This is an optimization exercise on Yosys and OpenROAD, whose aim is small area, not a production implementation. Where RTL was checked, it was by simulation tests only, not by an equivalence proof against the original. Only the layout flow was run in run 4; the RTL was not checked for function there.

<file path="flow/design.v">
module CicInterpM5(
    input clock,
    input rst,                   
    output reg req,              
    input signed [19:0] x_real,  
    input signed [19:0] x_imag,
    output reg signed [16:0] p_out,    
    output reg signed [16:0] m_out     
    );
    reg [7:0] counter;
    reg [3:0] ev;            
    always @(posedge clock)
    begin
        if (rst)
        begin
            counter <= 0;
            req <= 0;
            ev <= 0;
        end
        else
        begin
            if (counter == 8'd199)
            begin
                counter <= 0;
                req <= 1'b1;
                if (ev != 4'd9) ev <= ev + 1'd1;
            end
            else
            begin
                counter <= counter + 1'd1;
                req <= 1'b0;
            end
        end
    end
    wire wr_new  = (counter >= 8'd172) && (counter <= 8'd191);    
    wire ser_b0  = (counter == 8'd172);                           
    wire ser_b1  = (counter == 8'd173);
    wire ser_b19 = (counter == 8'd191);                           
    wire ser_ext = (counter >= 8'd192) && (counter <= 8'd195);    
    wire [4:0] bidx = counter[4:0] - 5'd12;                       
    wire [3:0] ld;
    assign ld[0] = (counter == 8'd196);
    assign ld[1] = (counter == 8'd197);
    assign ld[2] = (counter == 8'd198);
    assign ld[3] = (counter == 8'd199);
    wire [4:0] mv = {ev >= 4'd9, ev >= 4'd8, ev >= 4'd7, ev >= 4'd6, ev >= 4'd5};
    wire [15:0] yr, yi;        
    cic_chan ch_r (.clk(clock), .rst(rst), .x(x_real), .wr_new(wr_new), .bidx(bidx),
                   .ser_b0(ser_b0), .ser_b1(ser_b1), .ser_b19(ser_b19), .ser_ext(ser_ext),
                   .ld(ld), .mv(mv), .y(yr));
    cic_chan ch_i (.clk(clock), .rst(rst), .x(x_imag), .wr_new(wr_new), .bidx(bidx),
                   .ser_b0(ser_b0), .ser_b1(ser_b1), .ser_b19(ser_b19), .ser_ext(ser_ext),
                   .ld(ld), .mv(mv), .y(yi));
    wire [16:0] yi17 = {yi[15], yi};
    wire [16:0] yr17 = {yr[15], yr};
    wire [16:0] psum, msum;
    cadd #(.W(17), .B0(8), .B(9)) padd (.a(yi17), .b(yr17), .ci(1'b0), .s(psum));
    cadd #(.W(17), .B0(8), .B(9)) madd (.a(yi17), .b(~yr17), .ci(1'b1), .s(msum));
    always @(posedge clock)
    begin
        p_out <= psum;
        m_out <= msum;
    end
endmodule
module cic_chan(
    input clk,
    input rst,
    input [19:0] x,
    input wr_new,
    input [4:0] bidx,
    input ser_b0, ser_b1, ser_b19, ser_ext,
    input [3:0] ld,
    input [4:0] mv,
    output [15:0] y
    );
    reg [179:0] sr;
    wire lin = wr_new ? x[bidx] : sr[179];
    always @(posedge clk) sr <= {sr[178:0], lin};
    wire [4:0] tap = {sr[179], sr[159], sr[139], sr[119], sr[99]} & mv;
    reg [4:0] sgn;
    always @(posedge clk) if (ser_b19) sgn <= tap;
    wire [4:0] op = ser_ext ? sgn : tap;
    wire a0 = op[0], a1 = op[1], a2 = op[2], a3 = op[3], a4 = op[4];
    reg cp, cu, cv, cw, cr, a2d, ud1, ud2;
    wire cp_i = ser_b0 ? 1'b1 : cp;
    wire cu_i = ser_b0 ? 1'b1 : cu;
    wire cv_i = ser_b0 ? 1'b0 : cv;
    wire cw_i = ser_b0 ? 1'b0 : cw;
    wire cr_i = ser_b0 ? 1'b0 : cr;
    wire p = a2 ^ ~a1 ^ cp_i;
    wire u = p ^ ~a3 ^ cu_i;
    wire v = a0 ^ a4 ^ cv_i;
    wire a2s = ser_b0 ? 1'b0 : a2d;
    wire w = v ^ a2s ^ cw_i;
    wire u4 = (ser_b0 | ser_b1) ? 1'b0 : ud2;
    wire r = w ^ u4 ^ cr_i;
    always @(posedge clk)
    begin
        cp <= (a2 & ~a1) | (cp_i & (a2 ^ ~a1));
        cu <= (p & ~a3) | (cu_i & (p ^ ~a3));
        cv <= (a0 & a4) | (cv_i & (a0 ^ a4));
        cw <= (v & a2s) | (cw_i & (v ^ a2s));
        cr <= (w & u4) | (cr_i & (w ^ u4));
        a2d <= a2;
        ud1 <= u;
        ud2 <= ud1;
    end
    reg [23:0] d;
    always @(posedge clk) d <= {d[22:0], r};
    reg [9:0] y1s0;
    reg [9:0] y1s1;
    reg [3:0] y1s2;
    reg y1g3;    
    always @(posedge clk)
    begin
        if (rst)
        begin
            y1s0 <= 0;
            y1s1 <= 0;
            y1s2 <= 0;
            y1g3 <= 0;
        end
        else
        begin
            if (ld[0]) y1s0 <= {d[14], d[15], d[16], d[17], d[18], d[19], d[20], d[21], d[22], d[23]};
            if (ld[1]) y1s1 <= {d[5], d[6], d[7], d[8], d[9], d[10], d[11], d[12], d[13], d[14]};
            if (ld[2]) y1s2 <= {d[2], d[3], d[4], d[5]};
            if (ld[3]) y1g3 <= d[3];
        end
    end
    reg [9:0] y2s0;
    wire [9:0] n2s0;
    wire o2s0;
    reg [9:0] y2s1;
    wire [9:0] n2s1;
    wire o2s1;
    reg c2s1;
    reg [9:0] y2s2;
    wire [9:0] n2s2;
    wire o2s2;
    reg c2s2;
    reg [0:0] y2s3;
    wire [0:0] n2s3;
    wire o2s3;
    reg c2s3;
    reg [9:0] y3s0;
    wire [9:0] n3s0;
    wire o3s0;
    reg [9:0] y3s1;
    wire [9:0] n3s1;
    wire o3s1;
    reg c3s1;
    reg [9:0] y3s2;
    wire [9:0] n3s2;
    wire o3s2;
    reg c3s2;
    reg [6:0] y3s3;
    wire [6:0] n3s3;
    wire o3s3;
    reg c3s3;
    reg y3sd1;
    reg [9:0] y4s0;
    wire [9:0] n4s0;
    wire o4s0;
    reg [9:0] y4s1;
    wire [9:0] n4s1;
    wire o4s1;
    reg c4s1;
    reg [9:0] y4s2;
    wire [9:0] n4s2;
    wire o4s2;
    reg c4s2;
    reg [9:0] y4s3;
    wire [9:0] n4s3;
    wire o4s3;
    reg c4s3;
    reg [3:0] y4s4;
    wire [3:0] n4s4;
    wire o4s4;
    reg c4s4;
    reg [9:0] y5s0;
    wire [9:0] n5s0;
    wire o5s0;
    reg [9:0] y5s1;
    wire [9:0] n5s1;
    wire o5s1;
    reg c5s1;
    reg [9:0] y5s2;
    wire [9:0] n5s2;
    wire o5s2;
    reg c5s2;
    reg [9:0] y5s3;
    wire [9:0] n5s3;
    wire o5s3;
    reg c5s3;
    reg [10:0] y5s4;
    wire [10:0] n5s4;
    wire o5s4;
    reg c5s4;
    radd #(10) a2s0 (.a(y2s0), .b({y1s0[9], y1s0[8], y1s0[7], y1s0[6], y1s0[5], y1s0[4], y1s0[3], y1s0[2], y1s0[1], y1s0[0]}), .ci(1'b0), .s(n2s0), .co(o2s0));
    radd #(10) a2s1 (.a(y2s1), .b({y1s1[9], y1s1[8], y1s1[7], y1s1[6], y1s1[5], y1s1[4], y1s1[3], y1s1[2], y1s1[1], y1s1[0]}), .ci(c2s1), .s(n2s1), .co(o2s1));
    radd #(10) a2s2 (.a(y2s2), .b({y1s2[3], y1s2[3], y1s2[3], y1s2[3], y1s2[3], y1s2[3], y1s2[3], y1s2[2], y1s2[1], y1s2[0]}), .ci(c2s2), .s(n2s2), .co(o2s2));
    radd #(1) a2s3 (.a(y2s3), .b({y1g3}), .ci(c2s3), .s(n2s3), .co(o2s3));
    radd #(10) a3s0 (.a(y3s0), .b({y2s0[9], y2s0[8], y2s0[7], y2s0[6], y2s0[5], y2s0[4], y2s0[3], y2s0[2], y2s0[1], y2s0[0]}), .ci(1'b0), .s(n3s0), .co(o3s0));
    radd #(10) a3s1 (.a(y3s1), .b({y2s1[9], y2s1[8], y2s1[7], y2s1[6], y2s1[5], y2s1[4], y2s1[3], y2s1[2], y2s1[1], y2s1[0]}), .ci(c3s1), .s(n3s1), .co(o3s1));
    radd #(10) a3s2 (.a(y3s2), .b({y2s2[9], y2s2[8], y2s2[7], y2s2[6], y2s2[5], y2s2[4], y2s2[3], y2s2[2], y2s2[1], y2s2[0]}), .ci(c3s2), .s(n3s2), .co(o3s2));
    radd #(7) a3s3 (.a(y3s3), .b({y2s3[0], y2s3[0], y2s3[0], y2s3[0], y2s3[0], y2s3[0], y2s3[0]}), .ci(c3s3), .s(n3s3), .co(o3s3));
    radd #(10) a4s0 (.a(y4s0), .b({y3s0[9], y3s0[8], y3s0[7], y3s0[6], y3s0[5], y3s0[4], y3s0[3], y3s0[2], y3s0[1], y3s0[0]}), .ci(1'b0), .s(n4s0), .co(o4s0));
    radd #(10) a4s1 (.a(y4s1), .b({y3s1[9], y3s1[8], y3s1[7], y3s1[6], y3s1[5], y3s1[4], y3s1[3], y3s1[2], y3s1[1], y3s1[0]}), .ci(c4s1), .s(n4s1), .co(o4s1));
    radd #(10) a4s2 (.a(y4s2), .b({y3s2[9], y3s2[8], y3s2[7], y3s2[6], y3s2[5], y3s2[4], y3s2[3], y3s2[2], y3s2[1], y3s2[0]}), .ci(c4s2), .s(n4s2), .co(o4s2));
    radd #(10) a4s3 (.a(y4s3), .b({y3s3[6], y3s3[6], y3s3[6], y3s3[6], y3s3[5], y3s3[4], y3s3[3], y3s3[2], y3s3[1], y3s3[0]}), .ci(c4s3), .s(n4s3), .co(o4s3));
    radd #(4) a4s4 (.a(y4s4), .b({y3sd1, y3sd1, y3sd1, y3sd1}), .ci(c4s4), .s(n4s4), .co(o4s4));
    radd #(10) a5s0 (.a(y5s0), .b({y4s0[9], y4s0[8], y4s0[7], y4s0[6], y4s0[5], y4s0[4], y4s0[3], y4s0[2], y4s0[1], y4s0[0]}), .ci(1'b0), .s(n5s0), .co(o5s0));
    radd #(10) a5s1 (.a(y5s1), .b({y4s1[9], y4s1[8], y4s1[7], y4s1[6], y4s1[5], y4s1[4], y4s1[3], y4s1[2], y4s1[1], y4s1[0]}), .ci(c5s1), .s(n5s1), .co(o5s1));
    radd #(10) a5s2 (.a(y5s2), .b({y4s2[9], y4s2[8], y4s2[7], y4s2[6], y4s2[5], y4s2[4], y4s2[3], y4s2[2], y4s2[1], y4s2[0]}), .ci(c5s2), .s(n5s2), .co(o5s2));
    radd #(10) a5s3 (.a(y5s3), .b({y4s3[9], y4s3[8], y4s3[7], y4s3[6], y4s3[5], y4s3[4], y4s3[3], y4s3[2], y4s3[1], y4s3[0]}), .ci(c5s3), .s(n5s3), .co(o5s3));
    radd #(11) a5s4 (.a(y5s4), .b({y4s4[3], y4s4[3], y4s4[3], y4s4[3], y4s4[3], y4s4[3], y4s4[3], y4s4[3], y4s4[2], y4s4[1], y4s4[0]}), .ci(c5s4), .s(n5s4), .co(o5s4));
    always @(posedge clk)
    begin
        if (rst)
        begin
            y2s0 <= 10'd0;
            c2s1 <= 0;
            y2s1 <= 10'd0;
            c2s2 <= 0;
            y2s2 <= 10'd0;
            c2s3 <= 0;
            y2s3 <= 1'd0;
            y3s0 <= 10'd0;
            c3s1 <= 0;
            y3s1 <= 10'd0;
            c3s2 <= 0;
            y3s2 <= 10'd0;
            c3s3 <= 0;
            y3s3 <= 7'd0;
            y3sd1 <= 0;
            y4s0 <= 10'd0;
            c4s1 <= 0;
            y4s1 <= 10'd0;
            c4s2 <= 0;
            y4s2 <= 10'd0;
            c4s3 <= 0;
            y4s3 <= 10'd0;
            c4s4 <= 0;
            y4s4 <= 4'd0;
            y5s0 <= 10'd0;
            c5s1 <= 0;
            y5s1 <= 10'd0;
            c5s2 <= 0;
            y5s2 <= 10'd0;
            c5s3 <= 0;
            y5s3 <= 10'd16;
            c5s4 <= 0;
            y5s4 <= 11'd0;
        end
        else
        begin
            y2s0 <= n2s0;
            c2s1 <= o2s0;
            y2s1 <= n2s1;
            c2s2 <= o2s1;
            y2s2 <= n2s2;
            c2s3 <= o2s2;
            y2s3 <= n2s3;
            y3s0 <= n3s0;
            c3s1 <= o3s0;
            y3s1 <= n3s1;
            c3s2 <= o3s1;
            y3s2 <= n3s2;
            c3s3 <= o3s2;
            y3s3 <= n3s3;
            y3sd1 <= y3s3[6];
            y4s0 <= n4s0;
            c4s1 <= o4s0;
            y4s1 <= n4s1;
            c4s2 <= o4s1;
            y4s2 <= n4s2;
            c4s3 <= o4s2;
            y4s3 <= n4s3;
            c4s4 <= o4s3;
            y4s4 <= n4s4;
            y5s0 <= n5s0;
            c5s1 <= o5s0;
            y5s1 <= n5s1;
            c5s2 <= o5s1;
            y5s2 <= n5s2;
            c5s3 <= o5s2;
            y5s3 <= n5s3;
            c5s4 <= o5s3;
            y5s4 <= n5s4;
        end
    end
    reg ob39d1;
    reg ob38d1;
    reg ob37d1;
    reg ob36d1;
    reg ob35d1;
    always @(posedge clk)
    begin
        ob39d1 <= y5s3[9];
        ob38d1 <= y5s3[8];
        ob37d1 <= y5s3[7];
        ob36d1 <= y5s3[6];
        ob35d1 <= y5s3[5];
    end
    assign y = {y5s4[10], y5s4[9], y5s4[8], y5s4[7], y5s4[6], y5s4[5], y5s4[4], y5s4[3], y5s4[2], y5s4[1], y5s4[0], ob39d1, ob38d1, ob37d1, ob36d1, ob35d1};
endmodule
module cpl_cordic(
  input clock,
  input [31:0] frequency,
  input signed [16:0] in_p,
  input signed [16:0] in_m,
  output reg signed [15:0] out_data_I,
  output reg signed [15:0] out_data_Q
  );
localparam WR = 23;    
localparam WZ = 20;    
localparam STG = 19;   
localparam WT = 32;
wire [WT-1:0] atan_table [1:WT-1];
assign atan_table[01] = 32'b00100101110010000000101000111011;  
assign atan_table[02] = 32'b00010011111101100111000010110111;  
assign atan_table[03] = 32'b00001010001000100010001110101000;  
assign atan_table[04] = 32'b00000101000101100001101010000110;  
assign atan_table[05] = 32'b00000010100010111010111111000011;  
assign atan_table[06] = 32'b00000001010001011110110000111101;  
assign atan_table[07] = 32'b00000000101000101111100010101010;  
assign atan_table[08] = 32'b00000000010100010111110010100111;  
assign atan_table[09] = 32'b00000000001010001011111001011101;  
assign atan_table[10] = 32'b00000000000101000101111100110000;  
assign atan_table[11] = 32'b00000000000010100010111110011000;  
assign atan_table[12] = 32'b00000000000001010001011111001100;  
assign atan_table[13] = 32'b00000000000000101000101111100110;  
assign atan_table[14] = 32'b00000000000000010100010111110011;  
assign atan_table[15] = 32'b00000000000000001010001011111010;  
assign atan_table[16] = 32'b00000000000000000101000101111101;  
assign atan_table[17] = 32'b00000000000000000010100010111110;  
assign atan_table[18] = 32'b00000000000000000001010001011111;  
assign atan_table[19] = 32'b00000000000000000000101000110000;  
assign atan_table[20] = 32'b00000000000000000000010100011000;  
assign atan_table[21] = 32'b00000000000000000000001010001100;  
assign atan_table[22] = 32'b00000000000000000000000101000110;  
assign atan_table[23] = 32'b00000000000000000000000010100011;  
assign atan_table[24] = 32'b00000000000000000000000001010001;  
assign atan_table[25] = 32'b00000000000000000000000000101001;  
assign atan_table[26] = 32'b00000000000000000000000000010100;  
assign atan_table[27] = 32'b00000000000000000000000000001010;  
assign atan_table[28] = 32'b00000000000000000000000000000101;  
assign atan_table[29] = 32'b00000000000000000000000000000011;  
assign atan_table[30] = 32'b00000000000000000000000000000001;  
assign atan_table[31] = 32'b00000000000000000000000000000001;  
reg [31:0] phase;
wire [31:0] phase_sum;
cadd #(.W(32), .B0(7), .B(7)) nco_add (.a(phase), .b(frequency), .ci(1'b0), .s(phase_sum));
always @(posedge clock)
  if (frequency == 32'd0)
    phase <= 32'd0;      
  else
    phase <= phase_sum;
reg [20:0] pd;
always @(posedge clock)
  pd <= phase[31:11];
wire [1:0] quadrant = pd[20:19];
wire [17:0] p18 = {in_p[16], in_p};
wire [17:0] m18 = {in_m[16], in_m};
wire [17:0] xv = quadrant[0] ? p18 : m18;
wire [17:0] yv = quadrant[0] ? m18 : p18;
wire xneg = quadrant[1] ^ quadrant[0];
wire yneg = quadrant[1];
wire [17:0] xlow, ylow;      
assign xlow[0] = 1'b0;
assign ylow[0] = 1'b0;
genvar j;
generate
  for (j = 1; j < 18; j = j + 1) begin : neg
    assign xlow[j] = xlow[j-1] | xv[j-1];
    assign ylow[j] = ylow[j-1] | yv[j-1];
  end
endgenerate
reg [WR-1:0] X [0:STG-1];
reg [WR-1:0] Y [0:STG-1];
reg [WZ-1:0] Z [0:STG-1];
always @(posedge clock)
  begin
  X[0] <= {xv ^ ({18{xneg}} & xlow), 5'b0};
  Y[0] <= {yv ^ ({18{yneg}} & ylow), 5'b0};
  Z[0] <= {~pd[18], ~pd[18], pd[17:0]};
  end
genvar n;
generate
  for (n = 0; n <= STG-3; n = n + 1)
    begin : stages
    wire [WR-1:0] X_shr = {{(n+1){X[n][WR-1]}}, X[n][WR-1:n+1]};
    wire [WR-1:0] Y_shr = {{(n+1){Y[n][WR-1]}}, Y[n][WR-1:n+1]};
    wire [WZ-2-n:0] atan = atan_table[n+1][WT-2-n:WT-WZ] + atan_table[n+1][WT-WZ-1];
    wire zs = Z[n][WZ-1-n];
    localparam LZ = (n == 0) ? 4 : (n == 1) ? 2 : 0;
    wire [WR-1:0] xn, yn;
    cadd #(.W(WR-LZ), .B0(7), .B(8)) ax (.a(X[n][WR-1:LZ]), .b(Y_shr[WR-1:LZ] ^ {(WR-LZ){~zs}}), .ci(Y[n][n] ^ ~zs), .s(xn[WR-1:LZ]));
    cadd #(.W(WR-LZ), .B0(7), .B(8)) ay (.a(Y[n][WR-1:LZ]), .b(X_shr[WR-1:LZ] ^ {(WR-LZ){zs}}),  .ci(X[n][n] ^ zs),  .s(yn[WR-1:LZ]));
    if (LZ > 0)
      begin : lz
      assign xn[LZ-1:0] = {LZ{1'b0}};
      assign yn[LZ-1:0] = {LZ{1'b0}};
      end
    always @(posedge clock)
      begin
      X[n+1] <= xn;
      Y[n+1] <= yn;
      end
    if (n < STG-2)
      begin : angles
      wire [WZ-2-n:0] zn;
      cadd #(.W(WZ-1-n), .B0(7), .B(8)) az (.a(Z[n][WZ-2-n:0]), .b(atan ^ {(WZ-1-n){~zs}}), .ci(~zs), .s(zn));
      always @(posedge clock)
        Z[n+1][WZ-2-n:0] <= zn;
      end
    end
endgenerate
wire zs17 = Z[STG-2][WZ-1-(STG-2)];
wire [4:0] ux = Y[STG-2][WR-1:WR-5] ^ {5{~zs17}};
wire sux = Y[STG-2][WR-1] ^ ~zs17;
wire [4:0] uy = X[STG-2][WR-1:WR-5] ^ {5{zs17}};
wire suy = X[STG-2][WR-1] ^ zs17;
wire [6:0] lox, loy;
wire cox, coy;
radd #(7) lx (.a(X[STG-2][6:0]), .b({~sux, sux, ux}), .ci(Y[STG-2][STG-2] ^ ~zs17), .s(lox), .co(cox));
radd #(7) ly (.a(Y[STG-2][6:0]), .b({~suy, suy, uy}), .ci(X[STG-2][STG-2] ^ zs17),  .s(loy), .co(coy));
wire [15:0] xr, yr;
cinc #(16) ix (.a(X[STG-2][WR-1:7]), .ci(cox), .s(xr));
cinc #(16) iy (.a(Y[STG-2][WR-1:7]), .ci(coy), .s(yr));
always @(posedge clock)
  begin
  out_data_I <= xr;
  out_data_Q <= yr;
  end
endmodule
module tx_upconverter(
  input clk,
  input rst,
  input [31:0] frequency,
  input signed [19:0] x_real,
  input signed [19:0] x_imag,
  output req,
  output signed [15:0] out_I,
  output signed [15:0] out_Q
  );
  wire signed [16:0] sum_p, sum_m;    
  CicInterpM5 in2 (
    .clock(clk),
    .rst(rst),
    .req(req),
    .x_real(x_real),
    .x_imag(x_imag),
    .p_out(sum_p),
    .m_out(sum_m)
    );
  cpl_cordic cordic_inst (
    .clock(clk),
    .frequency(frequency),
    .in_p(sum_p),
    .in_m(sum_m),
    .out_data_I(out_I),
    .out_data_Q(out_Q)
    );
endmodule
module cadd #(parameter W = 23, parameter B0 = 12, parameter B = 11) (
  input  [W-1:0] a,
  input  [W-1:0] b,
  input          ci,
  output [W-1:0] s
  );
  wire [W:0] c;       
  wire [W-1:0] s0;    
  wire [W-1:0] ones;  
  wire [W-1:0] bc;    
  assign c[0] = ci;
  genvar i;
  generate
    for (i = 0; i < W; i = i + 1) begin : g
      if (i < B0) begin : lo
        assign s0[i] = a[i] ^ b[i] ^ c[i];
        assign c[i+1] = (a[i] & b[i]) | (c[i] & (a[i] ^ b[i]));
        assign ones[i] = 1'b0;
        assign bc[i] = 1'b0;
        assign s[i] = s0[i];
      end else if (((i - B0) % B) == 0) begin : st
        assign s0[i] = a[i] ^ b[i];
        assign c[i+1] = a[i] & b[i];
        assign ones[i] = 1'b1;
        if (i == B0) begin : f
          assign bc[i] = c[i];
        end else begin : n
          assign bc[i] = c[i] | (bc[i-1] & ones[i-1] & s0[i-1]);
        end
        assign s[i] = s0[i] ^ bc[i];
      end else begin : md
        assign s0[i] = a[i] ^ b[i] ^ c[i];
        assign c[i+1] = (a[i] & b[i]) | (c[i] & (a[i] ^ b[i]));
        assign ones[i] = ones[i-1] & s0[i-1];
        assign bc[i] = bc[i-1];
        assign s[i] = s0[i] ^ (bc[i] & ones[i]);
      end
    end
  endgenerate
endmodule
module radd #(parameter W = 13) (
  input  [W-1:0] a,
  input  [W-1:0] b,
  input          ci,
  output [W-1:0] s,
  output         co
  );
  wire [W:0] c;
  assign c[0] = ci;
  genvar i;
  generate
    for (i = 0; i < W; i = i + 1) begin : g
      assign s[i] = a[i] ^ b[i] ^ c[i];
      assign c[i+1] = (a[i] & b[i]) | (c[i] & (a[i] ^ b[i]));
    end
  endgenerate
  assign co = c[W];
endmodule
module cinc #(parameter W = 16) (
  input  [W-1:0] a,
  input          ci,
  output [W-1:0] s
  );
  wire [W:0] p;
  assign p[0] = 1'b1;
  genvar i;
  generate
    for (i = 0; i < W; i = i + 1) begin : g
      assign s[i] = a[i] ^ (ci & p[i]);
      assign p[i+1] = p[i] & a[i];
    end
  endgenerate
endmodule
</file>
<file path="flow/run.sh">
#!/bin/bash
# synth_recipe.tcl (not shown) runs the flow's synth.tcl, then flattens the netlist and writes it again
# the make line also repeats each setting of config.mk as NAME=value (left out here)
make -C /OpenROAD-flow-scripts/flow DESIGN_CONFIG=/design/flow/config.mk WORK_HOME=/design/flow/orfs CLKGATE_MAP_FILE= SYNTH_SCRIPT=/design/flow/synth_recipe.tcl finish
</file>
<file path="flow/config.mk">
export PLATFORM = sky130hd
export DESIGN_NAME = tx_upconverter
export DESIGN_NICKNAME = tx_upconverter
export VERILOG_FILES = /design/flow/design.v
export SDC_FILE = /design/flow/constraint.sdc
export NUM_CORES = 4
export LEC_CHECK = 0
export CAP_MARGIN = 5
export CORE_MARGIN = 2
export CORE_UTILIZATION = 60
export CTS_CLUSTER_DIAMETER = 100
export CTS_CLUSTER_SIZE = 30
export SLEW_MARGIN = 5
</file>
<file path="flow/constraint.sdc">
create_clock -name core_clock -period 6.0 [get_ports {clk}]
set_input_delay 1.2000 -clock core_clock [delete_from_list [all_inputs] [get_ports {clk}]]
set_output_delay 1.2000 -clock core_clock [all_outputs]
set_load 0.01 [all_outputs]
</file>
==> results of run 1 <==
[final cells by class]
| cell class | count | share of cell area [%] |
|---|---|---|
| multi-input cells | 4115 | 47.5 |
| clock buffers | 84 | 2.03 |
| well taps | 2016 | 2.62 |
| inverters | 1093 | 4.26 |
| repair buffers | 200 | 1.88 |
| clock inverters | 13 | 0.278 |
| flip-flops and latches | 1988 | 41.4 |
[cells in the mapped netlist, types with 4 or more instances]
cell	n	area share, %
nor4_1	18	0.12
and2_1	31	0.22
clkbuf_1	117	0.49
inv_1	1093	4.6
nand3b_1	5	0.042
fa_1	1172	26
mux2i_1	20	0.22
nor2_1	242	1.0
o22ai_1	4	0.028
o211a_1	4	0.044
ha_1	291	4.0
buf_1	24	0.10
dfxtp_1	1978	44
mux4_2	12	0.30
nand4_1	37	0.26
xor2_1	542	5.3
o21ai_0	35	0.19
nand3_1	120	0.67
nand2b_1	20	0.14
nor3b_1	7	0.058
o31ai_1	4	0.033
and3_1	77	0.53
edfxtp_1	10	0.33
nor3_1	30	0.17
or2_2	41	0.28
and3b_1	34	0.33
xnor2_1	648	6.3
mux2_2	11	0.14
or3_1	4	0.028
o21a_1	9	0.075
nand2_1	287	1.2
nor2b_1	286	2.0
a21oi_1	78	0.43
[metal layers]
metal | vias to the layer above | global-route usage [%] | share of wire (%)
met2 | 214 | 31.6 | 50
met3 | 143 | 2.09 | 1.8
met1 | 21700 | 25.1 | 46
li1 | 22200 | - | -
met5 | - | 0 | 0
met4 | 0 | 4.24 | 2.3
[metrics by stage]
| step | cells | setup WS [ns] | hold slack (ns) |
|---|---|---|---|
| 6_report | 9509 | 0.185 | 0.318 |
| 5_1_grt | 9509 | -0.00447 | 0.319 |
| 4_1_cts | 9508 | 0.123 | 0.315 |
| 3_5_place_dp | 9411 | -0.699 | 0.312 |
| 3_3_place_gp | 9411 | -0.748 | 0.311 |
| 2_1_floorplan | 7343 | -0.0223 | 0.310 |
[what timing repair did]
item | CTS | global route
hold endpoints to repair | 0 | 0
resized for setup | 0 | 10
setup endpoints to repair | 0 | 20
hold buffers | 0 | 0
buffers inserted | 0 | 1
[worst reg2reg max path: stages (launching register included)]
cell	delay, ns
dfxtp_1	0.65
buf_4	0.28
xor2_1	0.19
inv_1	0.10
fa_1	0.45
fa_1	0.44
fa_1	0.49
fa_1	0.44
fa_1	0.43
fa_1	0.43
fa_1	0.48
ha_1	0.18
or2_2	0.30
and3b_1	0.20
and3_1	0.25
nand4_1	0.12
xnor2_1	0.12
[worst min-delay path by stage]
stage | from | end | slack (ns) | cells after the start
after global placement | in2.ch_i.sr[1] | in2.ch_i.sr[2] | 0.31 | 0
after global routing | in2.ch_i.sr[150] | in2.ch_i.sr[151] | 0.32 | 0
final | in2.ch_r.sr[146] | in2.ch_r.sr[147] | 0.32 | 0
after CTS | in2.ch_r.sr[146] | in2.ch_r.sr[147] | 0.31 | 0
after floorplan | cordic_inst.pd[0] | cordic_inst.Z[0][0] | 0.31 | 0
after detailed placement | in2.ch_i.sr[24] | in2.ch_i.sr[25] | 0.31 | 0
[registers in the layout, indices dropped and copies added (netlist names), 17 cells and up]
signal,flops
cordic_inst.X,401
cordic_inst.Y,402
cordic_inst.Z,204
cordic_inst.pd,21
cordic_inst.phase,32
in2.ch_i.d,24
in2.ch_i.sr,180
in2.ch_r.d,24
in2.ch_r.sr,180
in2.p_out,17
[cells in the final DEF (no fill, tap or decap), types with 78 or more instances in the layout]
| cell type | Yosys | layout |
|---|---|---|
| buf_4 | 1 | 91 |
| nand3_1 | 120 | 119 |
| xor2_1 | 542 | 535 |
| inv_1 | 1093 | 1092 |
| ha_1 | 291 | 287 |
| nand2_1 | 287 | 287 |
| xnor2_1 | 648 | 642 |
| nor2b_1 | 286 | 286 |
| fa_1 | 1172 | 1161 |
| dfxtp_1 | 1978 | 1963 |
| a21oi_1 | 78 | 78 |
| nor2_1 | 242 | 240 |
| clkdlybuf4s50_1 | 0 | 105 |
[logic make-up (layout without fill, tap and decap cells)]
group           after synthesis  after routing
compound gates              163            163
flops                      1988           1988
mux                          43             43
fa+ha+maj                  1465           1465
buf+inv                    1240           1390
simple gates               1254           1254
xor+xnor                   1190           1190
==> results.sh, run 1 <==
export IMPL_status="timing/DRC/antenna clean"
export IMPL_hold_viol=0
export IMPL_synthCells=7343
export IMPL_drive_gt1_share_pct=4.10
export IMPL_worst_path_buf_inv=3
export IMPL_finish_utilization_pct=64.4
export IMPL_timing_final_crit_share_pct=96.9
export IMPL_viasPerCell=4.64
export IMPL_antenna_cells=0
export IMPL_h_tree_depth=3
export IMPL_die_area_um2=153000
export IMPL_synthAdderAreaFrac_pct=30.1
export IMPL_yosysSeqAreaShare_pct=44.3
export IMPL_cp_depth=28
export IMPL_tns_ns=0
export IMPL_cts_tree="yes"
export IMPL_r2r_end="cordic_inst.X[14][22]"
export IMPL_ios=107
export IMPL_setup_worst_path_end="cordic_inst.phase[28]"
export IMPL_arrival_ns=6.45
export IMPL_mappedNetlistArea_um2=90200
export IMPL_start_util_pct=60.3
export IMPL_syn_avg_cell_area_um2=12.3
export IMPL_dpl_hpwl_mm=106
export IMPL_criticalPathCategory="in2reg"
export IMPL_crit_path_frequent_cell="fa_2"
export IMPL_drtIter0Drc=1387
export IMPL_multi_input_area_um2=45800
export IMPL_gp_congestion=0.825
export IMPL_ys_ff_latch=1988
export IMPL_final_nets=9012
export IMPL_synth_top_family_by_area="adder cells"
export IMPL_fillers=11900
export IMPL_yosys_area_share_simple_pct=7.18
export IMPL_ys_flop_type="dfxtp_1"
export IMPL_grt_start_max_net_pins=157
export IMPL_startpoint="frequency[0]"
export IMPL_port_buffers=106
export IMPL_yosysWarnings=9
export IMPL_min_period_ns=5.81
export IMPL_cts_buffers=77
export IMPL_detail_route_wl_per_cell_um=13.9
export IMPL_slew_headroom_pct=32.2
export IMPL_r2r_slack_ns=0.37
export IMPL_fmax_mhz=172
export IMPL_vias=44200
export IMPL_drv_slew=0
export IMPL_rows=142
export IMPL_cpPeakStageDelay_ns=0.43
export IMPL_finalSetupViolations=0
export IMPL_muxShareOfSynthArea_pct=0.659
export IMPL_grtUsageTotal_pct=18.4
export IMPL_critPathMaxFanout=5
export IMPL_clk_latency_ns=0.74
export IMPL_worstSetupEndpointType="flip-flop"
export IMPL_die_h_um=392
export IMPL_hold_class="reg2reg"
export IMPL_area_growth_pct=6.89
export IMPL_grt_overflow=0
export IMPL_timing_rr_start="cordic_inst.Z[13][6]"
export IMPL_cp_start_kind="primary input"
export IMPL_finClkSkew_ns=0.0382
export IMPL_reg2reg_depth=16
export IMPL_firstDrtPassIters=5
export IMPL_antenna_found_initial=1
export IMPL_async_flop_share_pct=0
export IMPL_regArea_um2=39900
export IMPL_cts_sinks=1988
export IMPL_drcViolationCount=0
export IMPL_synth_nets=8880
export IMPL_synth_xor_area_share_pct=11.6
export IMPL_core_area_um2=150000
export IMPL_ys_types=62
export IMPL_cp_top_family="adder cells"
export IMPL_cp_slowest_cell="clkdlybuf4s50_1"
export IMPL_fp_dieW_um=392
export IMPL_clk_pin_slew_ns=0.11
export IMPL_synth_compound_area_share_pct=1.08
export IMPL_synth_edf_count=10
export IMPL_wl_mm=132
export IMPL_grt_pass1_wl_mm=231
export IMPL_cts_buffer_depth=3
export IMPL_worstMarginPinSlew_ns=1.02
export IMPL_ant_nets=0
export IMPL_placed_area_um2=94100
export IMPL_final_cell_area_um2=96400
export IMPL_grt_pass1_vias=47700
export IMPL_required_ns=6.64
export IMPL_drv_cap=0
export IMPL_clockRootBuffer="clkbuf_16"
==> run 2: changes to the inputs <==
--- a/flow/design.v
+++ b/flow/design.v
@@ -396,8 +396,11 @@
     wire zs = Z[n][WZ-1-n];
     localparam LZ = (n == 0) ? 4 : (n == 1) ? 2 : 0;
     wire [WR-1:0] xn, yn;
-    cadd #(.W(WR-LZ), .B0(7), .B(8)) ax (.a(X[n][WR-1:LZ]), .b(Y_shr[WR-1:LZ] ^ {(WR-LZ){~zs}}), .ci(Y[n][n] ^ ~zs), .s(xn[WR-1:LZ]));
-    cadd #(.W(WR-LZ), .B0(7), .B(8)) ay (.a(Y[n][WR-1:LZ]), .b(X_shr[WR-1:LZ] ^ {(WR-LZ){zs}}),  .ci(X[n][n] ^ zs),  .s(yn[WR-1:LZ]));
+    wire [WR-1:LZ] xnc, ync;
+    cadd #(.W(WR-LZ), .B0(7), .B(8)) ax (.a(~X[n][WR-1:LZ]), .b(Y_shr[WR-1:LZ] ^ {(WR-LZ){zs}}), .ci(Y[n][n] ^ zs), .s(xnc));
+    cadd #(.W(WR-LZ), .B0(7), .B(8)) ay (.a(~Y[n][WR-1:LZ]), .b(X_shr[WR-1:LZ] ^ {(WR-LZ){~zs}}),  .ci(X[n][n] ^ ~zs),  .s(ync));
+    assign xn[WR-1:LZ] = ~xnc;
+    assign yn[WR-1:LZ] = ~ync;
     if (LZ > 0)
       begin : lz
       assign xn[LZ-1:0] = {LZ{1'b0}};
--- a/flow/config.mk
+++ b/flow/config.mk
@@ -5,9 +5,9 @@
 export SDC_FILE = /design/flow/constraint.sdc
 export NUM_CORES = 4
 export LEC_CHECK = 0
-export CAP_MARGIN = 5
+export CAP_MARGIN = 20
 export CORE_MARGIN = 2
 export CORE_UTILIZATION = 60
 export CTS_CLUSTER_DIAMETER = 100
 export CTS_CLUSTER_SIZE = 30
-export SLEW_MARGIN = 5
+export SLEW_MARGIN = 20
==> results.sh, run 2 <==
export IMPL_status="timing/DRC/antenna clean"
export IMPL_cts_buffers=76
export IMPL_synth_commonest_cells="dfxtp_1 (1978), fa_1 (1172), inv_1 (917)"
export IMPL_dpl_hpwl_mm=107
export IMPL_yosysMostFrequentCell="dfxtp_1"
export IMPL_synthTopCellsByArea="dfxtp_1 (44%), fa_1 (26%), xnor2_1 (6.0%)"
export IMPL_setup_worst_path_end="cordic_inst.Y[16][22]"
export IMPL_hold_viol=0
export IMPL_drive_gt1_share_pct=5.73
export IMPL_critPathMaxFanout=15
export IMPL_grt_pass1_vias=47600
export IMPL_grt_pass1_wl_mm=230
export IMPL_yosysTopAreaCell="dfxtp_1"
export IMPL_final_cells=9294
export IMPL_antenna_cells=0
export IMPL_synth_nets=8687
export IMPL_cts_buffer_depth=3
export IMPL_layout_commonest_cell="dfxtp_1"
export IMPL_die_h_um=390
export IMPL_worstSetupEndpointType="flip-flop"
export IMPL_wl_mm=133
export IMPL_holdBufCountCts=0
export IMPL_finish_utilization_pct=65.1
export IMPL_synth_top_family_by_area="adder cells"
export IMPL_cts_sinks=1988
export IMPL_yosysSeqAreaShare_pct=44.6
export IMPL_async_flop_share_pct=0
export IMPL_crit_path_frequent_cell="fa_1"
export IMPL_reg_largest_list="cordic_inst.Y x402, cordic_inst.X x401, cordic_inst.Z x204"
export IMPL_synthAdderAreaFrac_pct=30.3
export IMPL_grtUsageTotal_pct=18.4
export IMPL_dp_cells=9198
export IMPL_drv_slew=0
export IMPL_multi_input_area_um2=46000
export IMPL_r2r_slack_ns=0.26
export IMPL_final_nets=8885
export IMPL_port_buffers=106
export IMPL_ios=107
export IMPL_synth_edf_count=10
export IMPL_finClkSkew_ns=0.0419
export IMPL_criticalPathCategory="reg2reg"
export IMPL_gp_congestion=0.872
export IMPL_r2r_end="cordic_inst.Y[16][22]"
export IMPL_clk_latency_ns=0.73
export IMPL_finalSetupViolations=0
export IMPL_fillers=11500
export IMPL_cp_start_kind="flip-flop"
export IMPL_grt_overflow=0
export IMPL_drv_cap=0
export IMPL_synth_compound_area_share_pct=1.39
export IMPL_hold_class="reg2reg"
export IMPL_muxShareOfSynthArea_pct=0.727
export IMPL_rows=141
export IMPL_ant_nets=0
export IMPL_clockRootBuffer="clkbuf_16"
export IMPL_ys_flop_type="dfxtp_1"
export IMPL_vias=43800
export IMPL_yosysWarnings=9
export IMPL_slew_headroom_pct=35.4
export IMPL_ys_types=67
export IMPL_drtIter0Drc=1275
export IMPL_core_area_um2=148000
export IMPL_placed_area_um2=93600
export IMPL_syn_avg_cell_area_um2=12.5
export IMPL_cp_slowest_cell="fa_1"
export IMPL_ys_ff_latch=1988
export IMPL_h_tree_depth=3
export IMPL_final_cell_area_um2=96300
export IMPL_startpoint="cordic_inst.Z[15][4]"
export IMPL_arrival_ns=6.37
export IMPL_start_util_pct=60.4
export IMPL_clk_pin_slew_ns=0.11
export IMPL_die_area_um2=152000
export IMPL_required_ns=6.63
export IMPL_top_register="cordic_inst.Y"
export IMPL_viasPerCell=4.71
export IMPL_tns_ns=0
export IMPL_fp_dieW_um=390
export IMPL_synth_top_cell_area_share_pct=44.3
export IMPL_min_period_ns=5.74
export IMPL_fmax_mhz=174
export IMPL_timing_rr_start="cordic_inst.Z[15][4]"
export IMPL_drcViolationCount=0
export IMPL_regArea_um2=39900
export IMPL_final_cell_mix="dfxtp_1 (1962), fa_1 (1143), inv_1 (916)"
export IMPL_timing_final_crit_share_pct=95.7
export IMPL_antenna_found_initial=1
export IMPL_largest_reg_flops=402
export IMPL_cpPeakStageDelay_ns=0.46
export IMPL_area_growth_pct=7.74
export IMPL_worstMarginPinSlew_ns=0.969
export IMPL_hp_start="in2.ch_r.sr[44]"
export IMPL_yosys_area_share_simple_pct=7.41
export IMPL_firstDrtPassIters=7
export IMPL_synth_xor_area_share_pct=11.0
export IMPL_mappedNetlistArea_um2=89400
export IMPL_reg2reg_depth=21
export IMPL_grt_start_max_net_pins=149
export IMPL_synthCells=7151
export IMPL_cts_tree="yes"
export IMPL_crit_path_cell_trace="buf_12, xor2_1, fa_1, fa_1, fa_1, fa_1, fa_1, fa_1, fa_1, inv_1, nand2_1, nor3_2, nand2b_1, nor4_1, ha_1, nand2b_1, nand3b_1, or3_4, nor2_2, nand3b_1, xnor2_1"
export IMPL_detail_route_wl_per_cell_um=14.3
## run 2: cell types whose count changed in the layout (fill, tap and decap cells not counted), sizes merged, moves of 34 or more
cell    previous run  this run
o21ai             36        98
nor3              30        85
xor2             542       507
nand2b            20       119
xnor2            648       614
buf               95       154
inv             1097       921
nand3            120        41
nand2            287       253
and3              77        11
nand3b             5        61
## run 2: worst min path at each step
stage                           to  cells past startpoint  slack (ns)
5_1_grt        cordic_inst.Z[0][1]                      0        0.32
3_5_place_dp      in2.ch_r.sr[111]                      0        0.31
2_1_floorplan  cordic_inst.Z[0][0]                      0        0.31
4_1_cts        cordic_inst.Z[0][1]                      0        0.32
6_report           in2.ch_r.sr[45]                      0        0.33
3_3_place_gp          in2.ch_r.ud2                      0        0.31
## run 2: kinds of logic (layout without fill, tap and decap cells)
| group | Yosys count | count (layout) |
|---|---|---|
| flip-flops | 1988 | 1988 |
| AND/OR/NAND/NOR | 1264 | 1264 |
| adder cells (fa/ha/maj) | 1464 | 1464 |
| XOR/XNOR | 1121 | 1121 |
| multiplexers | 50 | 50 |
| buffers and inverters | 1056 | 1269 |
| AO/OA/AOI/OAI | 208 | 208 |
## run 2: routing by layer
metal,vias to the layer above,global-route usage (%),share of wire (%)
met5,-,0,0.0053
met1,21500,24.5,45
met3,135,2.06,2.2
met4,2,4.51,2.0
li1,21900,-,-
met2,242,32.3,50
## run 2: area by class of cell
cell class,count,area share (%)
Clock inverter,10,0.211
Tap cell,1930,2.51
Inverter,917,3.58
Sequential cell,1988,41.5
Multi-Input combinational cell,4107,47.8
Clock buffer,83,2.02
Timing Repair Buffer,259,2.40
## run 2: repair_timing
action / 4_1_cts / 5_1_grt
hold endpoints to repair: 0 / 0
buffers inserted: 0 / 3
pin swaps: 0 / 25
setup endpoints to repair: 7 / 86
gates resized for setup: 6 / 120
## run 2: critical path, delay by kind of cell (launching register included)
kind,cells,cell delay [ns]
xor gates and xnor gates,2,0.31
buffers and inverters,2,0.26
adders and majority gates,8,3.28
DFF,1,0.34
and+or+nand+nor,9,1.45
## run 2: per-stage QoR
| stage | setup WS [ns] | hold slack [ns] |
|---|---|---|
| 2_1_floorplan | 0.00131 | 0.310 |
| 3_3_place_gp | -0.707 | 0.311 |
| 3_5_place_dp | -0.794 | 0.312 |
| 4_1_cts | 0.000313 | 0.322 |
| 5_1_grt | -0.0340 | 0.325 |
| 6_report | 0.261 | 0.327 |
==> run 3: changes to the inputs <==
--- a/flow/design.v
+++ b/flow/design.v
@@ -32,17 +32,17 @@
             end
         end
     end
-    wire wr_new  = (counter >= 8'd172) && (counter <= 8'd191);    
-    wire ser_b0  = (counter == 8'd172);                           
-    wire ser_b1  = (counter == 8'd173);
-    wire ser_b19 = (counter == 8'd191);                           
-    wire ser_ext = (counter >= 8'd192) && (counter <= 8'd195);    
-    wire [4:0] bidx = counter[4:0] - 5'd12;                       
+    wire wr_new  = (counter >= 8'd173) && (counter <= 8'd192);    
+    wire ser_b0  = (counter == 8'd173);                           
+    wire ser_b1  = (counter == 8'd174);
+    wire ser_b19 = (counter == 8'd192);                           
+    wire ser_ext = (counter >= 8'd193) && (counter <= 8'd196);    
+    wire [4:0] bidx = counter[4:0] - 5'd13;                       
     wire [3:0] ld;
-    assign ld[0] = (counter == 8'd196);
-    assign ld[1] = (counter == 8'd197);
-    assign ld[2] = (counter == 8'd198);
-    assign ld[3] = (counter == 8'd199);
+    assign ld[0] = (counter == 8'd197);
+    assign ld[1] = (counter == 8'd198);
+    assign ld[2] = (counter == 8'd199);
+    assign ld[3] = (counter == 8'd0) && (ev != 4'd0);
     wire [4:0] mv = {ev >= 4'd9, ev >= 4'd8, ev >= 4'd7, ev >= 4'd6, ev >= 4'd5};
     wire [15:0] yr, yi;        
     cic_chan ch_r (.clk(clock), .rst(rst), .x(x_real), .wr_new(wr_new), .bidx(bidx),
@@ -310,8 +310,8 @@
   input [31:0] frequency,
   input signed [16:0] in_p,
   input signed [16:0] in_m,
-  output reg signed [15:0] out_data_I,
-  output reg signed [15:0] out_data_Q
+  output signed [15:0] out_data_I,
+  output signed [15:0] out_data_Q
   );
 localparam WR = 23;    
 localparam WZ = 20;    
@@ -357,9 +357,12 @@
     phase <= 32'd0;      
   else
     phase <= phase_sum;
-reg [20:0] pd;
+reg [20:0] pd0, pd;
 always @(posedge clock)
-  pd <= phase[31:11];
+  begin
+  pd0 <= phase[31:11];
+  pd <= pd0;
+  end
 wire [1:0] quadrant = pd[20:19];
 wire [17:0] p18 = {in_p[16], in_p};
 wire [17:0] m18 = {in_m[16], in_m};
@@ -432,11 +435,8 @@
 wire [15:0] xr, yr;
 cinc #(16) ix (.a(X[STG-2][WR-1:7]), .ci(cox), .s(xr));
 cinc #(16) iy (.a(Y[STG-2][WR-1:7]), .ci(coy), .s(yr));
-always @(posedge clock)
-  begin
-  out_data_I <= xr;
-  out_data_Q <= yr;
-  end
+assign out_data_I = xr;
+assign out_data_Q = yr;
 endmodule
 module tx_upconverter(
   input clk,
==> results.sh, run 3 <==
export IMPL_yosysWarnings=9
export IMPL_grt_start_max_net_pins=152
export IMPL_final_nets=8814
export IMPL_largest_reg_flops=402
export IMPL_met1_length_mm=60.5
export IMPL_place_ws_ns=-0.729
export IMPL_drtIter0Drc=1296
export IMPL_finalSetupViolations=0
export IMPL_gp_congestion=0.847
export IMPL_fillers=11500
export IMPL_status="timing/DRC/antenna clean"
export IMPL_fp_dieW_um=389
export IMPL_cts_buffer_depth=3
export IMPL_synthTopCellsByArea="dfxtp_1 (44%), fa_1 (26%), xnor2_1 (6.1%)"
export IMPL_detail_route_wl_per_cell_um=14.2
export IMPL_core_area_um2=148000
export IMPL_synth_nets=8616
export IMPL_clk_latency_ns=0.72
export IMPL_layout_commonest_cell="dfxtp_1"
export IMPL_min_period_ns=5.79
export IMPL_wl_met2_mm=65.8
export IMPL_drv_cap=0
export IMPL_criticalPathCategory="in2reg"
export IMPL_die_h_um=389
export IMPL_timing_final_crit_share_pct=96.5
export IMPL_dpl_hpwl_mm=105
export IMPL_viasPerCell=4.69
export IMPL_grt_pass1_vias=46800
export IMPL_hold_class="reg2reg"
export IMPL_reg2reg_depth=19
export IMPL_drive_gt1_share_pct=5.84
export IMPL_grt_overflow=0
export IMPL_placed_area_um2=93300
export IMPL_required_ns=6.60
export IMPL_whs_endpoint="in2.ch_i.sr[172]"
export IMPL_vias=43300
export IMPL_cp_start_kind="primary input"
export IMPL_ys_ff_latch=1977
export IMPL_hold_viol=0
export IMPL_synth_edf_count=10
export IMPL_finClkSkew_ns=0.0258
export IMPL_fmax_mhz=173
export IMPL_worstSetupEndpointType="flip-flop"
export IMPL_clockRootBuffer="clkbuf_16"
export IMPL_mappedNetlistArea_um2=89200
export IMPL_worstMarginPinSlew_ns=1.04
export IMPL_ant_nets=0
export IMPL_drv_slew=0
export IMPL_tns_ns=0
export IMPL_dr_wl_met3_mm=2.68
export IMPL_synth_top_cell_area_share_pct=44.2
export IMPL_wl_mm=131
export IMPL_yosysSeqAreaShare_pct=44.5
export IMPL_multi_input_area_um2=46100
export IMPL_ys_flop_type="dfxtp_1"
export IMPL_ys_types=67
export IMPL_cts_buffers=76
export IMPL_yosysTopAreaCell="dfxtp_1"
export IMPL_antenna_found_initial=1
export IMPL_cts_tree="yes"
export IMPL_ios=107
export IMPL_timing_rr_start="cordic_inst.Z[11][8]"
export IMPL_area_growth_pct=7.85
export IMPL_clk_pin_slew_ns=0.11
export IMPL_port_buffers=106
export IMPL_rows=141
export IMPL_grtUsageTotal_pct=18.2
export IMPL_top_register="cordic_inst.X"
export IMPL_reg_largest_list="cordic_inst.X x402, cordic_inst.Y x401, cordic_inst.Z x204"
export IMPL_top_layer="met4"
export IMPL_slew_headroom_pct=30.8
export IMPL_regArea_um2=39700
export IMPL_final_cell_area_um2=96200
export IMPL_h_tree_depth=3
export IMPL_arrival_ns=6.39
export IMPL_synth_commonest_cells="dfxtp_1 (1967), fa_1 (1172), inv_1 (910)"
export IMPL_drcViolationCount=0
export IMPL_r2r_end="cordic_inst.Y[12][22]"
export IMPL_final_cell_mix="dfxtp_1 (1952), fa_1 (1145), inv_1 (908)"
export IMPL_hp_start="in2.ch_i.sr[171]"
export IMPL_syn_avg_cell_area_um2=12.6
export IMPL_critPathMaxFanout=2
export IMPL_antenna_cells=0
export IMPL_cts_sinks=1977
export IMPL_r2r_slack_ns=0.26
export IMPL_grt_pass1_wl_mm=227
export IMPL_die_area_um2=152000
export IMPL_holdPathStages=0
export IMPL_worst_slack_ns=0.212
export IMPL_synthCells=7084
export IMPL_async_flop_share_pct=0
export IMPL_firstDrtPassIters=5
export IMPL_start_util_pct=60.4
export IMPL_yosysMostFrequentCell="dfxtp_1"
-- run 3: area by class of cell --
class	instances	share of cell area, %
Timing Repair Buffer	260	2.43
Inverter	910	3.55
Tap cell	1930	2.51
Clock buffer	83	2.03
Sequential cell	1977	41.3
Multi-Input combinational cell	4057	47.9
Clock inverter	13	0.230
-- run 3: stage by stage --
stage	hold slack, ns	cells	utilization, %
floorplan	0.310	7084	-
global placement	0.311	9126	63.2
detailed placement	0.312	9126	63.2
CTS	0.317	9222	64.7
global route	0.331	9230	65.1
finish	0.321	9230	65.1
-- run 3: worst max path at each step --
stage / cells past startpoint / slack [ns] / end / startpoint
after floorplan: 22 / 0.005 / cordic_inst.Y[8][22] / cordic_inst.Z[7][12]
after CTS: 20 / 0.003 / cordic_inst.X[14][22] / cordic_inst.Z[13][6]
after detailed placement: 28 / -0.73 / cordic_inst.phase[28] / frequency[0]
after global routing: 20 / -0.03 / cordic_inst.Y[17][22] / cordic_inst.Z[16][3]
final: 25 / 0.21 / cordic_inst.phase[29] / frequency[8]
after global placement: 26 / -0.73 / cordic_inst.phase[31] / frequency[7]
-- run 3: logic make-up (layout without fill, tap and decap cells) --
logic type,Yosys count,after routing,synth area share [%]
multiplexers,104,104,1.35
AO/OA/AOI/OAI,150,150,1.02
buffers and inverters,1050,1266,4.47
XOR/XNOR,1129,1129,11.1
AND/OR/NAND/NOR,1216,1216,7.24
flip-flops,1977,1977,44.5
adder cells (fa/ha/maj),1458,1458,30.3
-- run 3: critical path, stage by stage --
cell             delay [ns]
clkdlybuf4s50_1        0.48
inv_1                  0.07
fa_2                   0.38
fa_2                   0.36
fa_2                   0.41
fa_2                   0.36
fa_2                   0.35
fa_1                   0.51
inv_1                  0.05
ha_2                   0.17
nand2b_4               0.14
and3b_1                0.18
nand2b_1               0.13
nor4_2                 0.05
ha_2                   0.18
nand2b_4               0.13
and3b_1                0.17
nand2b_1               0.10
nor4_2                 0.05
ha_2                   0.17
or2_4                  0.22
buf_4                  0.13
ha_1                   0.18
xnor2_1                0.17
nor2_1                 0.05
-- run 3: metal layers --
layer | GRT usage [%] | vias up
met5 | 0 | -
met4 | 4.14 | 0
met3 | 1.96 | 130
met2 | 31.6 | 212
met1 | 24.8 | 21200
li1 | - | 21700
-- run 3: timing repair --
item / 4_1_cts / 5_1_grt
endpoints found under the setup margin: 13 / 88
gates resized for setup: 10 / 121
endpoints found under the hold margin: 0 / 0
pin swaps: 0 / 19
cloned: 0 / 1
hold buffers: 0 / 0
buffers inserted: 0 / 7
==> run 4: changes to the inputs <==
--- a/flow/design.v
+++ b/flow/design.v
@@ -383,13 +383,15 @@
 reg [WR-1:0] X [0:STG-1];
 reg [WR-1:0] Y [0:STG-1];
 reg [WZ-1:0] Z [0:STG-1];
+reg [STG-2:0] ZN;    
 always @(posedge clock)
   begin
   X[0] <= {xv ^ ({18{xneg}} & xlow), 5'b0};
   Y[0] <= {yv ^ ({18{yneg}} & ylow), 5'b0};
   Z[0] <= {~pd[18], ~pd[18], pd[17:0]};
+  ZN[0] <= pd[18];
   end
-genvar n;
+genvar n, k;
 generate
   for (n = 0; n <= STG-3; n = n + 1)
     begin : stages
@@ -397,11 +399,12 @@
     wire [WR-1:0] Y_shr = {{(n+1){Y[n][WR-1]}}, Y[n][WR-1:n+1]};
     wire [WZ-2-n:0] atan = atan_table[n+1][WT-2-n:WT-WZ] + atan_table[n+1][WT-WZ-1];
     wire zs = Z[n][WZ-1-n];
+    wire zsn = ZN[n];
     localparam LZ = (n == 0) ? 4 : (n == 1) ? 2 : 0;
     wire [WR-1:0] xn, yn;
     wire [WR-1:LZ] xnc, ync;
     cadd #(.W(WR-LZ), .B0(7), .B(8)) ax (.a(~X[n][WR-1:LZ]), .b(Y_shr[WR-1:LZ] ^ {(WR-LZ){zs}}), .ci(Y[n][n] ^ zs), .s(xnc));
-    cadd #(.W(WR-LZ), .B0(7), .B(8)) ay (.a(~Y[n][WR-1:LZ]), .b(X_shr[WR-1:LZ] ^ {(WR-LZ){~zs}}),  .ci(X[n][n] ^ ~zs),  .s(ync));
+    cadd #(.W(WR-LZ), .B0(7), .B(8)) ay (.a(~Y[n][WR-1:LZ]), .b(X_shr[WR-1:LZ] ^ {(WR-LZ){zsn}}),  .ci(X[n][n] ^ zsn),  .s(ync));
     assign xn[WR-1:LZ] = ~xnc;
     assign yn[WR-1:LZ] = ~ync;
     if (LZ > 0)
@@ -417,20 +420,29 @@
     if (n < STG-2)
       begin : angles
       wire [WZ-2-n:0] zn;
-      cadd #(.W(WZ-1-n), .B0(7), .B(8)) az (.a(Z[n][WZ-2-n:0]), .b(atan ^ {(WZ-1-n){~zs}}), .ci(~zs), .s(zn));
+      wire [WZ-2-n:0] asel;    
+      for (k = 0; k <= WZ-2-n; k = k + 1)
+        begin : ab
+        assign asel[k] = atan[k] ? zs : zsn;
+        end
+      cadd #(.W(WZ-1-n), .B0(7), .B(8)) az (.a(Z[n][WZ-2-n:0]), .b(asel), .ci(zsn), .s(zn));
       always @(posedge clock)
+        begin
         Z[n+1][WZ-2-n:0] <= zn;
+        ZN[n+1] <= ~zn[WZ-2-n];
+        end
       end
     end
 endgenerate
 wire zs17 = Z[STG-2][WZ-1-(STG-2)];
-wire [4:0] ux = Y[STG-2][WR-1:WR-5] ^ {5{~zs17}};
-wire sux = Y[STG-2][WR-1] ^ ~zs17;
+wire zsn17 = ZN[STG-2];
+wire [4:0] ux = Y[STG-2][WR-1:WR-5] ^ {5{zsn17}};
+wire sux = Y[STG-2][WR-1] ^ zsn17;
 wire [4:0] uy = X[STG-2][WR-1:WR-5] ^ {5{zs17}};
 wire suy = X[STG-2][WR-1] ^ zs17;
 wire [6:0] lox, loy;
 wire cox, coy;
-radd #(7) lx (.a(X[STG-2][6:0]), .b({~sux, sux, ux}), .ci(Y[STG-2][STG-2] ^ ~zs17), .s(lox), .co(cox));
+radd #(7) lx (.a(X[STG-2][6:0]), .b({~sux, sux, ux}), .ci(Y[STG-2][STG-2] ^ zsn17), .s(lox), .co(cox));
 radd #(7) ly (.a(Y[STG-2][6:0]), .b({~suy, suy, uy}), .ci(X[STG-2][STG-2] ^ zs17),  .s(loy), .co(coy));
 wire [15:0] xr, yr;
 cinc #(16) ix (.a(X[STG-2][WR-1:7]), .ci(cox), .s(xr));
==> results.sh, run 4 <==
export IMPL_synthCells=7103
export IMPL_fmax_mhz=172
export IMPL_drcViolationCount=0
export IMPL_yosysSeqAreaShare_pct=44.7
export IMPL_criticalPathCategory="in2reg"
export IMPL_syn_avg_cell_area_um2=12.6
export IMPL_gp_congestion=0.856
export IMPL_detail_route_wl_per_cell_um=14.7
export IMPL_fillers=11600
export IMPL_cp_start_kind="primary input"
export IMPL_drv_slew=0
export IMPL_drv_cap=0
export IMPL_start_util_pct=60.5
export IMPL_grt_overflow=0
export IMPL_async_flop_share_pct=0
export IMPL_drtIter0Drc=1215
export IMPL_finalSetupViolations=0
export IMPL_viasPerCell=4.73
export IMPL_final_nets=8813
export IMPL_met3_usage_pct=2.16
export IMPL_layout_commonest_cell="dfxtp_1"
export IMPL_final_cell_area_um2=96600
export IMPL_timing_rr_start="cordic_inst.X[10][10]"
export IMPL_cts_sinks=1997
export IMPL_finClkSkew_ns=0.0355
export IMPL_multi_input_area_um2=46500
export IMPL_critPathMaxFanout=2
export IMPL_largest_reg_flops=403
export IMPL_top_register="cordic_inst.X"
export IMPL_worstSetupEndpointType="flip-flop"
export IMPL_grtUsageTotal_pct=18.8
export IMPL_synth_edf_count=10
export IMPL_required_ns=6.60
export IMPL_clockRootBuffer="clkbuf_16"
export IMPL_final_cell_mix="dfxtp_1 (1959), fa_1 (1158), inv_1 (840)"
export IMPL_core_area_um2=148000
export IMPL_worstMarginPinSlew_ns=1.09
export IMPL_firstDrtPassIters=5
export IMPL_yosysTopAreaCell="dfxtp_1"
export IMPL_worst_slack_ns=0.184
export IMPL_ios=107
export IMPL_min_period_ns=5.82
export IMPL_synth_commonest_cells="dfxtp_1 (1987), fa_1 (1180), inv_1 (841)"
export IMPL_wl_mm=136
export IMPL_port_buffers=106
export IMPL_clk_latency_ns=0.73
export IMPL_die_area_um2=153000
export IMPL_ys_ff_latch=1997
export IMPL_slew_headroom_pct=27.2
export IMPL_hp_start="in2.ch_i.sr[144]"
export IMPL_rows=141
export IMPL_synth_top_cell_area_share_pct=44.3
export IMPL_tns_ns=0
export IMPL_mappedNetlistArea_um2=89700
export IMPL_synthTopCellsByArea="dfxtp_1 (44%), fa_1 (26%), xnor2_1 (7.9%)"
export IMPL_ys_flop_type="dfxtp_1"
export IMPL_antenna_found_initial=0
export IMPL_arrival_ns=6.42
export IMPL_startpoint="frequency[8]"
export IMPL_grt_start_max_net_pins=140
export IMPL_regArea_um2=40100
export IMPL_yosysMostFrequentCell="dfxtp_1"
export IMPL_vias=43700
export IMPL_hold_class="reg2reg"
export IMPL_synth_nets=8636
export IMPL_yosysWarnings=9
export IMPL_clk_pin_slew_ns=0.10
export IMPL_use_met2_pct=32.6
export IMPL_ys_types=67
export IMPL_status="timing/DRC/antenna clean"
export IMPL_cts_tree="yes"
export IMPL_placed_area_um2=93800
export IMPL_drive_gt1_share_pct=6.15
export IMPL_reg_largest_list="cordic_inst.X x403, cordic_inst.Y x402, cordic_inst.Z x204"
export IMPL_area_growth_pct=7.60
export IMPL_timing_final_crit_share_pct=96.9
export IMPL_grt_pass1_wl_mm=234
export IMPL_die_h_um=391
export IMPL_ant_nets=0
export IMPL_cts_buffer_depth=3
export IMPL_dpl_hpwl_mm=110
export IMPL_grt_pass1_vias=47700
export IMPL_fp_dieW_um=391
export IMPL_place_ws_ns=-0.786
export IMPL_grtUsageMet1_pct=25.5
export IMPL_hold_viol=0
export IMPL_cts_buffers=77
export IMPL_grt_busiest_layer="met2"
export IMPL_h_tree_depth=3
run 4: cell families (layout without fill, tap and decap cells):
family,Yosys count,after routing,synth area share (%)
buffers and inverters,991,1190,4.22
adders and majority gates,1459,1459,30.2
other,0,1,0
DFF,1997,1997,44.7
muxes,63,63,0.862
AOI/OAI and AO/OA,197,197,1.37
xor gates and xnor gates,1137,1137,11.1
and+or+nand+nor,1259,1259,7.57
run 4: final timing paths:
| check | end | slack, ns | cells after the start |
|---|---|---|---|
| worst min register to register | in2.ch_i.sr[145] | 0.32 | 0 |
| worst max-delay path | cordic_inst.phase[28] | 0.18 | 24 |
| worst max register to register | cordic_inst.Y[11][22] | 0.24 | 19 |
| worst min-delay path | in2.ch_i.sr[145] | 0.32 | 0 |
run 4: worst max-delay path: stages:
cell             delay [ns]
clkdlybuf4s50_1        0.49
inv_1                  0.07
fa_2                   0.40
fa_2                   0.38
fa_2                   0.41
fa_2                   0.37
fa_2                   0.35
fa_1                   0.52
inv_1                  0.05
ha_2                   0.17
nand2b_4               0.13
and3b_1                0.17
nand2b_1               0.11
nor4_2                 0.05
ha_2                   0.18
nand2b_4               0.13
and3b_1                0.17
nand2b_1               0.11
nor4_2                 0.05
ha_2                   0.17
or2_4                  0.22
buf_4                  0.13
ha_1                   0.25
nor2b_1                0.13
run 4: timing repair:
item / in CTS / in global routing
buffers inserted: 0 / 4
gates resized for setup: 4 / 126
pin swaps: 0 / 14
gates cloned: 0 / 0
hold buffers: 0 / 0
setup endpoints to repair: 5 / 87
run 4: layer usage:
layer | part of all wire [%] | routed length (um) | up-vias
li1 | - | - | 21900
met1 | 46 | 62200 | 21500
met2 | 50 | 67600 | 241
met3 | 1.9 | 2520 | 163
met4 | 2.4 | 3270 | 0
met5 | 0 | 0 | -
run 4: layout make-up:
class	instances	share of cell area, %
Tap cell	1930	2.50
Inverter	841	3.27
Clock buffer	87	2.03
Multi-Input combinational cell	4115	48.1
Antenna cell	1	0.00259
Clock inverter	14	0.299
Timing Repair Buffer	248	2.23
Sequential cell	1997	41.6
run 4: stage by stage:
step                      utilization (%)  hold WS (ns)  instances
after floorplan                         -         0.310       7103
after global routing                 65.2         0.328       9232
final                                65.2         0.322       9233
after CTS                            64.8         0.326       9228
after global placement               63.3         0.311       9127
after detailed placement             63.3         0.312       9127

## what the ideal ports hide
The results above use ideal ports. As a check the final layouts listed here were re-extracted and re-timed, cells and wires unchanged. Step 1 assumes that a clkbuf_16 drives the clock port and a buf_2 every other input. Step 2 times the ports against the registers' clock, not the clock port: input delays grow and output delays shrink by t, the midpoint of the rising clock arrivals with the driver on. Three values: no drivers, after step 1, after step 2; two values: the first two.
| run | t, ns | setup slack, ns | worst data-port slew with drivers (ns) | cell pins on the clock port's net |
|---|---|---|---|---|
| run 1 | 0.793 | 0.185 / 0.235 / -0.559 | 0.05 | 1 |
| run 2 | 0.786 | 0.261 / 0.261 / -0.434 | 0.06 | 1 |
| run 3 | 0.792 | 0.212 / 0.262 / -0.518 | 0.06 | 1 |
| run 4 | 0.786 | 0.184 / 0.232 / -0.555 | 0.07 | 1 |
Met with ideal ports but missed after step 2: setup timing in every run listed. The setup slack of run 1, which loses most, moves by +0.050 ns with the drivers and by -0.744 ns with both steps.
